This design comes from an exercise in tuning for small area on the open sky130 flow, not from production work. Where RTL was checked, it was by simulation tests only, not by an equivalence proof against the original. No activity file was given, so power comes from the tool's default toggle rates.

==> run F <==
==> flow/design.v <==
module bcdcnv(
    input [3:0] nmber,
    output reg [6:0] svnseg
);
always @(*) begin
    case (nmber)
        0 : svnseg = 7'b1000000;
        1 : svnseg = 7'b1111001;
        2 : svnseg = 7'b0100100;
        3 : svnseg = 7'b0110000;
        4 : svnseg = 7'b0011001;
        5 : svnseg = 7'b0010010;
        6 : svnseg = 7'b0100000;
        7 : svnseg = 7'b1111000;
        8 : svnseg = 7'b0000000;
        9 : svnseg = 7'b0010000;
        default : svnseg = 7'b1111111;
    endcase
end
endmodule
module secgen (
    input clk,
    input rst,
    output sec
);
localparam [12:0] S0   = 13'h1fff;
localparam [12:0] SEND = 13'h127d;
reg [12:0] lfsr;
assign sec = lfsr == SEND;
always_ff @(posedge clk) begin
    if (rst | sec)
        lfsr <= S0;
    else
        lfsr <= {lfsr[11:0], lfsr[12] ^ lfsr[3] ^ lfsr[2] ^ lfsr[0]};
end
endmodule
module afsm (
    input clk,
    input rst,
    input sec,
    output side,
    output chr,
    output [3:0] hex0n,
    output [3:0] hex1n
);
localparam [3:0] W3 = 4'd15;
reg s;
reg [3:0] p;
wire c = ~p[3] & ~p[2];
always_ff @(posedge clk) begin
    if (rst) begin
        s <= 1'b0; p <= 4'd9;
    end else if (p == W3)
        p <= 4'd3;
    else if (p == 4'd0) begin
        p <= 4'd9; s <= ~s;
    end else if (sec)
        p <= (p == 4'd4) ? W3 : p - 4'd1;
end
wire [3:0] red   = (p == W3) ? 4'd3 : p;
wire [3:0] green = (c | p == W3) ? p : p - 4'd4;
assign side = s;
assign chr = c;
assign hex0n = s ? red : green;
assign hex1n = s ? green : red;
endmodule
module mfsm (
    input clk,
    input rst,
    input sec,
    input chrtsw,
    output side,
    output chr,
    output [3:0] hexn
);
reg s, c;
reg [1:0] cnt;
always_ff @(posedge clk) begin
    if (rst) begin
        s <= ~chrtsw; c <= 1'b0; cnt <= 2'd1;
    end else if (c) begin
        if (cnt == 2'd0 && (~s | sec)) begin
            c <= 1'b0; s <= ~s; cnt <= 2'd1;
        end else if (sec)
            cnt <= cnt - 2'd1;
    end else if (sec & (chrtsw ^ s)) begin
        c <= 1'b1; cnt <= 2'd3;
    end
end
assign side = s;
assign chr = c;
assign hexn = {~c, 1'b0, cnt};
endmodule
module lcddisp(
  input clk,
  input rst,
  output lcd_e, lcd_rs,
  output [7:0] data
);
reg [6:0] st;
reg e;
wire tc = st == 7'd19;
wire i0 = tc & ~e;
always_ff @(posedge clk) begin
  if (rst) begin
    st <= 7'd19; e <= 1'b0;
  end else if (tc) begin
    st <= e ? 7'd3 : 7'd1; e <= ~e;
  end else
    st <= {st[5:0], st[6] ^ st[0]};
end
reg [4:0] jd;
always_ff @(posedge clk) begin
  if (rst)
    jd <= 5'd30;
  else if (i0)
    jd <= (jd == 5'd25) ? 5'd3 : jd + 5'd1;
end
wire [9:0] tab =
  (jd == 5'd0) ? {8'h0C, 1'b1, 1'b1} :   
  (jd == 5'd1) ? {8'h06, 1'b1, 1'b1} :   
  (jd == 5'd2) ? {8'h01, 1'b1, 1'b1} :   
  (jd == 5'd3) ? {8'h80, 1'b1, 1'b0} :   
  (jd == 5'd4) ? {8'h54, 1'b0, 1'b0} :   
  (jd == 5'd5) ? {8'h68, 1'b0, 1'b0} :   
  (jd == 5'd6) ? {8'h69, 1'b0, 1'b0} :   
  (jd == 5'd7) ? {8'h20, 1'b0, 1'b0} :   
  (jd == 5'd8) ? {8'h4E, 1'b0, 1'b0} :   
  (jd == 5'd9) ? {8'h67, 1'b0, 1'b0} :   
  (jd == 5'd10) ? {8'h68, 1'b0, 1'b0} :   
  (jd == 5'd11) ? {8'h69, 1'b0, 1'b0} :   
  (jd == 5'd12) ? {8'h65, 1'b0, 1'b0} :   
  (jd == 5'd13) ? {8'h6D, 1'b0, 1'b0} :   
  (jd == 5'd14) ? {8'h20, 1'b0, 1'b0} :   
  (jd == 5'd15) ? {8'h35, 1'b0, 1'b1} :   
  (jd == 5'd16) ? {8'hC0, 1'b1, 1'b0} :   
  (jd == 5'd17) ? {8'h42, 1'b0, 1'b0} :   
  (jd == 5'd18) ? {8'h4D, 1'b0, 1'b0} :   
  (jd == 5'd19) ? {8'h44, 1'b0, 1'b0} :   
  (jd == 5'd20) ? {8'h54, 1'b0, 1'b0} :   
  (jd == 5'd21) ? {8'h20, 1'b0, 1'b0} :   
  (jd == 5'd22) ? {8'h44, 1'b0, 1'b0} :   
  (jd == 5'd23) ? {8'h48, 1'b0, 1'b0} :   
  (jd == 5'd24) ? {8'h42, 1'b0, 1'b0} :   
  (jd == 5'd25) ? {8'h4B, 1'b0, 1'b0} :   
  (jd == 5'd30) ? {8'h00, 1'b0, 1'b1} :   
  (jd == 5'd31) ? {8'h38, 1'b1, 1'b1} :   
  10'd0;
wire [7:0] rom = tab[9:2];
wire cmd_cur = tab[1];
wire cmd_next = tab[0];
assign data = rom;
assign lcd_e = e;
assign lcd_rs = ~(i0 ? cmd_next : cmd_cur);
endmodule
module lab5 (
    input clk,
    input rst,
    input masw,  
    input chrtsw,  
    output lcdrs, lcdrw, lcden,  
    output [7:0] lcddata,
    output rled0, gled0, yled0,  
    output [6:0] hex0,  
    output rled1, gled1, yled1,  
    output [6:0] hex1,  
    output [3:0] hex1nmo,
    output sectest
);
lcddisp ilcddisp (clk, rst, lcden, lcdrs, lcddata);
assign lcdrw = 1'b0;
wire sec;
secgen isecgen (clk, rst, sec);
assign sectest = sec;
wire sa, ca, sm, cm;
wire [3:0] hex0na, hex1na, hexnm;
afsm iafsm (clk, rst, sec, sa, ca, hex0na, hex1na);
mfsm imfsm (clk, rst, sec, chrtsw, sm, cm, hexnm);
assign hex1nmo = hexnm;
wire s = masw ? sa : sm;
wire c = masw ? ca : cm;
assign gled0 = ~s & ~c;
assign yled0 = ~s &  c;
assign rled0 =  s;
assign gled1 =  s & ~c;
assign yled1 =  s &  c;
assign rled1 = ~s;
bcdcnv ibcdcnv0 (masw ? hex0na : hexnm, hex0);
bcdcnv ibcdcnv1 (masw ? hex1na : hexnm, hex1);
endmodule
==> flow/flow/run.sh <==
#!/bin/bash
# Own layout flow: the standard synthesis, then the combinational logic
# between the standard synthesis's registers is re-mapped with a stronger ABC
# script (registers, their names and cell types untouched; the result is
# proven equivalent to the standard netlist, else the standard netlist is
# kept), then the standard layout steps from floorplan to finish.
set -uo pipefail
W=$(pwd)
F=$W/flow
PLAT=${FLOW_PLATFORM:-sky130hd}
LIB=$FLOW_HOME/platforms/$PLAT/lib/sky130_fd_sc_hd__tt_025C_1v80.lib
YOSYS=$FLOW_HOME/../tools/install/yosys/bin/yosys
[ -x "$YOSYS" ] || YOSYS=yosys
# IO buffers: the smallest buffer instead of the default pick
export BUFFER_PORTS_ARGS="-buffer_cell sky130_fd_sc_hd__buf_1"
# clock tree: small clock buffers, sinks in few clusters, no dummy loads
export CTS_ARGS="-sink_clustering_enable -repair_clock_nets -buf_list {sky130_fd_sc_hd__clkbuf_2 sky130_fd_sc_hd__clkbuf_4 sky130_fd_sc_hd__clkbuf_8} -root_buf sky130_fd_sc_hd__clkbuf_4 -sink_clustering_size 40 -sink_clustering_max_diameter 300 -dont_use_dummy_load"

bash standard.sh synth > $W/std_synth.log 2>&1 || { echo "standard synth failed"; exit 1; }
R=$W/orfs/results/$PLAT/lab5/base
cp $R/1_2_yosys.v $W/std_1_2_yosys.v
SEQ=$(grep -o "sky130_fd_sc_hd__[a-z0-9_]*" $W/std_1_2_yosys.v | sort -u | grep -E "__(df|edf|sdf|sedf|dl|conb)" | tr '\n' ' ')

SCRIPTS=(
 "+strash;&get,-n;&deepsyn,-T,30,-S,1;&put;&get,-n;&dch,-f;&nf,-R,1000;&put"
 "+strash;&get,-n;&deepsyn,-T,30,-S,2;&put;&get,-n;&dch,-f;&nf,-R,1000;&put"
 "+strash;&get,-n;&deepsyn,-T,30,-S,3;&put;&get,-n;&dch,-f;&nf,-R,1000;&put"
 "+strash;dc2;dc2;&get,-n;&syn2;&dch,-f;&nf,-R,1000;&put"
)
for k in 0 1 2 3; do
  mkdir -p $W/resyn$k
  cat > $W/resyn$k/map.ys <<EOS
read_liberty -ignore_miss_func $LIB
blackbox $SEQ
read_verilog $W/std_1_2_yosys.v
hierarchy -top lab5
flatten -noscopeinfo
rename -hide w:_*_.*
hierarchy -top lab5
opt_clean
abc -liberty $LIB -dont_use *probe* -dont_use *lpflow* -script "${SCRIPTS[$k]}"
splitnets
opt_clean -purge
hilomap -singleton -hicell sky130_fd_sc_hd__conb_1 HI -locell sky130_fd_sc_hd__conb_1 LO
insbuf -buf sky130_fd_sc_hd__buf_4 A X
tee -o $W/resyn$k/stat.txt stat -liberty $LIB
write_verilog -noattr -nohex -nodec $W/resyn$k/net.v
EOS
  cat > $W/resyn$k/eq.ys <<EOS
read_liberty -ignore_miss_func $LIB
read_verilog $W/std_1_2_yosys.v
rename lab5 gold
read_verilog $W/resyn$k/net.v
rename lab5 gate
hierarchy -check
flatten -noscopeinfo gold gate
opt_clean
equiv_make gold gate equiv
hierarchy -top equiv
equiv_simple -seq 2
equiv_induct
equiv_status -assert
EOS
  ( cd $W/resyn$k && timeout 600 $YOSYS -q map.ys > $W/resyn$k/map.log 2>&1 \
    && timeout 600 $YOSYS eq.ys > $W/resyn$k/eq.log 2>&1 && touch $W/resyn$k/ok ) &
done
wait
BEST=""; BA=""
for k in 0 1 2 3; do
  [ -f $W/resyn$k/ok ] || continue
  A=$(grep "Chip area" $W/resyn$k/stat.txt | awk '{print $NF}')
  echo "candidate $k area $A" | tee -a $W/resyn.log
  if [ -z "$BA" ] || awk "BEGIN{exit !($A < $BA)}"; then BA=$A; BEST=$k; fi
done
if [ -n "$BEST" ]; then
  echo "using candidate $BEST ($BA)" | tee -a $W/resyn.log
  cp $W/resyn$BEST/net.v $R/1_2_yosys.v
  touch $R/1_2_yosys.v
else
  echo "no candidate passed; keeping the standard netlist" | tee -a $W/resyn.log
fi
bash standard.sh > $W/std_finish.log 2>&1 || { echo "standard layout failed"; tail -30 $W/std_finish.log; exit 1; }
==> flow/standard.sh <==
#!/bin/bash
# synth_recipe.tcl (not shown) runs the flow's synth.tcl, then flattens the netlist and writes it again
# the make line also repeats each setting of config.mk as NAME=value (left out here)
make -C /OpenROAD-flow-scripts/flow DESIGN_CONFIG=/design/flow/config.mk WORK_HOME=/design/flow/orfs CLKGATE_MAP_FILE= SYNTH_SCRIPT=/design/flow/synth_recipe.tcl "${@:-finish}"
==> flow/config.mk <==
export PLATFORM = sky130hd
export DESIGN_NAME = lab5
export DESIGN_NICKNAME = lab5
export VERILOG_FILES = /design/flow/design.v
export SDC_FILE = /design/flow/constraint.sdc
export NUM_CORES = 4
export LEC_CHECK = 0
export CAP_MARGIN = 20
export CORE_MARGIN = 2
export CORE_UTILIZATION = 40
export SLEW_MARGIN = 20
==> flow/constraint.sdc <==
create_clock -name core_clock -period 10.0 [get_ports {clk}]
set_input_delay 2.0000 -clock core_clock [delete_from_list [all_inputs] [get_ports {clk}]]
set_output_delay 2.0000 -clock core_clock [all_outputs]
set_load 0.01 [all_outputs]
==> run Z: changes against run F <==
--- a/flow/design.v
+++ b/flow/design.v
@@ -24,13 +24,14 @@
     output sec
 );
-localparam [12:0] S0   = 13'h1fff;
-localparam [12:0] SEND = 13'h127d;
+localparam [12:0] S0   = 13'h0dc1;
+localparam [12:0] SEND = 13'h1a6b;
+localparam [12:0] MASK = 13'h167f;
 reg [12:0] lfsr;
-assign sec = lfsr == SEND;
+assign sec = (lfsr & MASK) == (SEND & MASK);
 always_ff @(posedge clk) begin
     if (rst | sec)
         lfsr <= S0;
     else
-        lfsr <= {lfsr[11:0], lfsr[12] ^ lfsr[3] ^ lfsr[2] ^ lfsr[0]};
+        lfsr <= {lfsr[11:0], lfsr[12] ^ lfsr[0]};
 end
 endmodule
@@ -48,16 +49,18 @@
 reg [3:0] p;
 wire c = ~p[3] & ~p[2];
+wire is_w3 = p[3] & p[2];
+wire is_4 = p[2] & ~p[1] & ~p[0];
 always_ff @(posedge clk) begin
     if (rst) begin
         s <= 1'b0; p <= 4'd9;
-    end else if (p == W3)
+    end else if (is_w3)
         p <= 4'd3;
     else if (p == 4'd0) begin
         p <= 4'd9; s <= ~s;
     end else if (sec)
-        p <= (p == 4'd4) ? W3 : p - 4'd1;
+        p <= is_4 ? W3 : p - 4'd1;
 end
-wire [3:0] red   = (p == W3) ? 4'd3 : p;
-wire [3:0] green = (c | p == W3) ? p : p - 4'd4;
+wire [3:0] red   = is_w3 ? 4'd3 : p;
+wire [3:0] green = (c | is_w3) ? p : p - 4'd4;
 assign side = s;
 assign chr = c;
@@ -76,10 +79,14 @@
 reg s, c;
 reg [1:0] cnt;
+wire back = c & (cnt == 2'd0) & (~s | sec);
+always_ff @(posedge clk) begin
+    s <= rst ? ~chrtsw : s ^ back;
+end
 always_ff @(posedge clk) begin
     if (rst) begin
-        s <= ~chrtsw; c <= 1'b0; cnt <= 2'd1;
+        c <= 1'b0; cnt <= 2'd1;
     end else if (c) begin
-        if (cnt == 2'd0 && (~s | sec)) begin
-            c <= 1'b0; s <= ~s; cnt <= 2'd1;
+        if (back) begin
+            c <= 1'b0; cnt <= 2'd1;
         end else if (sec)
             cnt <= cnt - 2'd1;
@@ -100,13 +107,13 @@
 reg [6:0] st;
 reg e;
-wire tc = st == 7'd19;
+wire tc = (st & 7'd79) == 7'd15;
 wire i0 = tc & ~e;
 always_ff @(posedge clk) begin
   if (rst) begin
-    st <= 7'd19; e <= 1'b0;
+    st <= 7'd47; e <= 1'b0;
   end else if (tc) begin
-    st <= e ? 7'd3 : 7'd1; e <= ~e;
+    st <= e ? 7'd126 : 7'd127; e <= ~e;
   end else
-    st <= {st[5:0], st[6] ^ st[0]};
+    st <= {st[5:0], st[6] ^ st[3]};
 end
 reg [4:0] jd;
@@ -115,5 +122,5 @@
     jd <= 5'd30;
   else if (i0)
-    jd <= (jd == 5'd25) ? 5'd3 : jd + 5'd1;
+    jd <= (jd[4] & jd[3] & ~jd[1] & jd[0]) ? 5'd3 : jd + 5'd1;   
 end
 wire [9:0] tab =
--- a/flow/flow/run.sh
+++ b/flow/flow/run.sh
@@ -22,16 +22,23 @@
 SEQ=$(grep -o "sky130_fd_sc_hd__[a-z0-9_]*" $W/std_1_2_yosys.v | sort -u | grep -E "__(df|edf|sdf|sedf|dl|conb)" | tr '\n' ' ')
 
-SCRIPTS=(
- "+strash;&get,-n;&deepsyn,-T,30,-S,1;&put;&get,-n;&dch,-f;&nf,-R,1000;&put"
- "+strash;&get,-n;&deepsyn,-T,30,-S,2;&put;&get,-n;&dch,-f;&nf,-R,1000;&put"
- "+strash;&get,-n;&deepsyn,-T,30,-S,3;&put;&get,-n;&dch,-f;&nf,-R,1000;&put"
- "+strash;dc2;dc2;&get,-n;&syn2;&dch,-f;&nf,-R,1000;&put"
-)
-for k in 0 1 2 3; do
-  mkdir -p $W/resyn$k
-  cat > $W/resyn$k/map.ys <<EOS
+# Round r maps the best netlist so far (the standard one at first) again with
+# 8 scripts, 4 at a time; each result must be proven equivalent to the
+# standard netlist to count.
+IN=$W/std_1_2_yosys.v
+BEST_NET=""; BA=""
+for r in 1 2; do
+SCRIPTS=()
+for sd in 1 2 3 4 5 6 7; do
+  SCRIPTS+=("+strash;&get,-n;&deepsyn,-T,60,-S,$((sd + 10 * r));&put;&get,-n;&dch,-f;&nf,-R,1000;&put")
+done
+SCRIPTS+=("+strash;dc2;dc2;&get,-n;&syn2;&dch,-f;&nf,-R,1000;&put")
+NC=${#SCRIPTS[@]}
+for k in $(seq 0 $((NC-1))); do
+  D=$W/resyn$r.$k
+  mkdir -p $D
+  cat > $D/map.ys <<EOS
 read_liberty -ignore_miss_func $LIB
 blackbox $SEQ
-read_verilog $W/std_1_2_yosys.v
+read_verilog $IN
 hierarchy -top lab5
 flatten -noscopeinfo
@@ -44,12 +51,12 @@
 hilomap -singleton -hicell sky130_fd_sc_hd__conb_1 HI -locell sky130_fd_sc_hd__conb_1 LO
 insbuf -buf sky130_fd_sc_hd__buf_4 A X
-tee -o $W/resyn$k/stat.txt stat -liberty $LIB
-write_verilog -noattr -nohex -nodec $W/resyn$k/net.v
+tee -o $D/stat.txt stat -liberty $LIB
+write_verilog -noattr -nohex -nodec $D/net.v
 EOS
-  cat > $W/resyn$k/eq.ys <<EOS
+  cat > $D/eq.ys <<EOS
 read_liberty -ignore_miss_func $LIB
 read_verilog $W/std_1_2_yosys.v
 rename lab5 gold
-read_verilog $W/resyn$k/net.v
+read_verilog $D/net.v
 rename lab5 gate
 hierarchy -check
@@ -62,18 +69,21 @@
 equiv_status -assert
 EOS
-  ( cd $W/resyn$k && timeout 600 $YOSYS -q map.ys > $W/resyn$k/map.log 2>&1 \
-    && timeout 600 $YOSYS eq.ys > $W/resyn$k/eq.log 2>&1 && touch $W/resyn$k/ok ) &
+  ( cd $D && timeout 600 $YOSYS -q map.ys > $D/map.log 2>&1 \
+    && timeout 600 $YOSYS eq.ys > $D/eq.log 2>&1 && touch $D/ok ) &
+  if (( k % 4 == 3 )); then wait; fi
 done
 wait
-BEST=""; BA=""
-for k in 0 1 2 3; do
-  [ -f $W/resyn$k/ok ] || continue
-  A=$(grep "Chip area" $W/resyn$k/stat.txt | awk '{print $NF}')
-  echo "candidate $k area $A" | tee -a $W/resyn.log
-  if [ -z "$BA" ] || awk "BEGIN{exit !($A < $BA)}"; then BA=$A; BEST=$k; fi
+for k in $(seq 0 $((NC-1))); do
+  D=$W/resyn$r.$k
+  [ -f $D/ok ] || continue
+  A=$(grep "Chip area" $D/stat.txt | awk '{print $NF}')
+  echo "round $r candidate $k area $A" | tee -a $W/resyn.log
+  if [ -z "$BA" ] || awk "BEGIN{exit !($A < $BA)}"; then BA=$A; BEST_NET=$D/net.v; fi
 done
-if [ -n "$BEST" ]; then
-  echo "using candidate $BEST ($BA)" | tee -a $W/resyn.log
-  cp $W/resyn$BEST/net.v $R/1_2_yosys.v
+[ -n "$BEST_NET" ] && IN=$BEST_NET
+done
+if [ -n "$BEST_NET" ]; then
+  echo "using $BEST_NET ($BA)" | tee -a $W/resyn.log
+  cp $BEST_NET $R/1_2_yosys.v
   touch $R/1_2_yosys.v
 else
==> run notes <==
status timing/DRC/antenna clean; r2r endpoint iafsm.p[3]; Routed WL per cell 11.6 um; Placed Instance Area 0.00185 mm2; LEAKAGE 0.000728 uW
Source of the figures above: run Z

==> run notes <==
r2r endpoint ilcddisp.jd[2]; Placed Instance Area 0.00192 mm2; Placeable Area 0.00406 mm2; Routed WL per cell 11.9 um; status timing/DRC/antenna clean; YS warnings 5; critical path depth 8; PwrDens 131 mW/mm2
Source of the figures above: run F

Function not checked in run F: the RTL went through the layout flow alone.

[re-timing with driven ports]
No port has a modelled driver above. Below, the same layouts with a new extraction and two added sets of constraints. Step 1 sets driving cells, clkbuf_16 on the clock port and buf_2 on the other inputs (assumed; they add their load-dependent delay and slew). Step 2 moves the port delays by t, midway between the first and last clock arrival at a register: inputs arrive t later, outputs are due t later. That takes back most of the time a late clock gives input paths. Three values: ideal ports, drivers, drivers and shift; two values: the first two.
run | shift t [ns] | setup slack, ns | worst register clock-pin slew, ns
run F | 0.342 | 4.203 / 4.180 / 4.180 | 0.11 / 0.11
run Z | 0.353 | 3.849 / 3.823 / 3.823 | 0.10 / 0.10
After both steps every run listed still meets setup and hold. The setup slack of run Z, which loses most, moves by -0.026 ns with the drivers and by -0.026 ns with both steps.
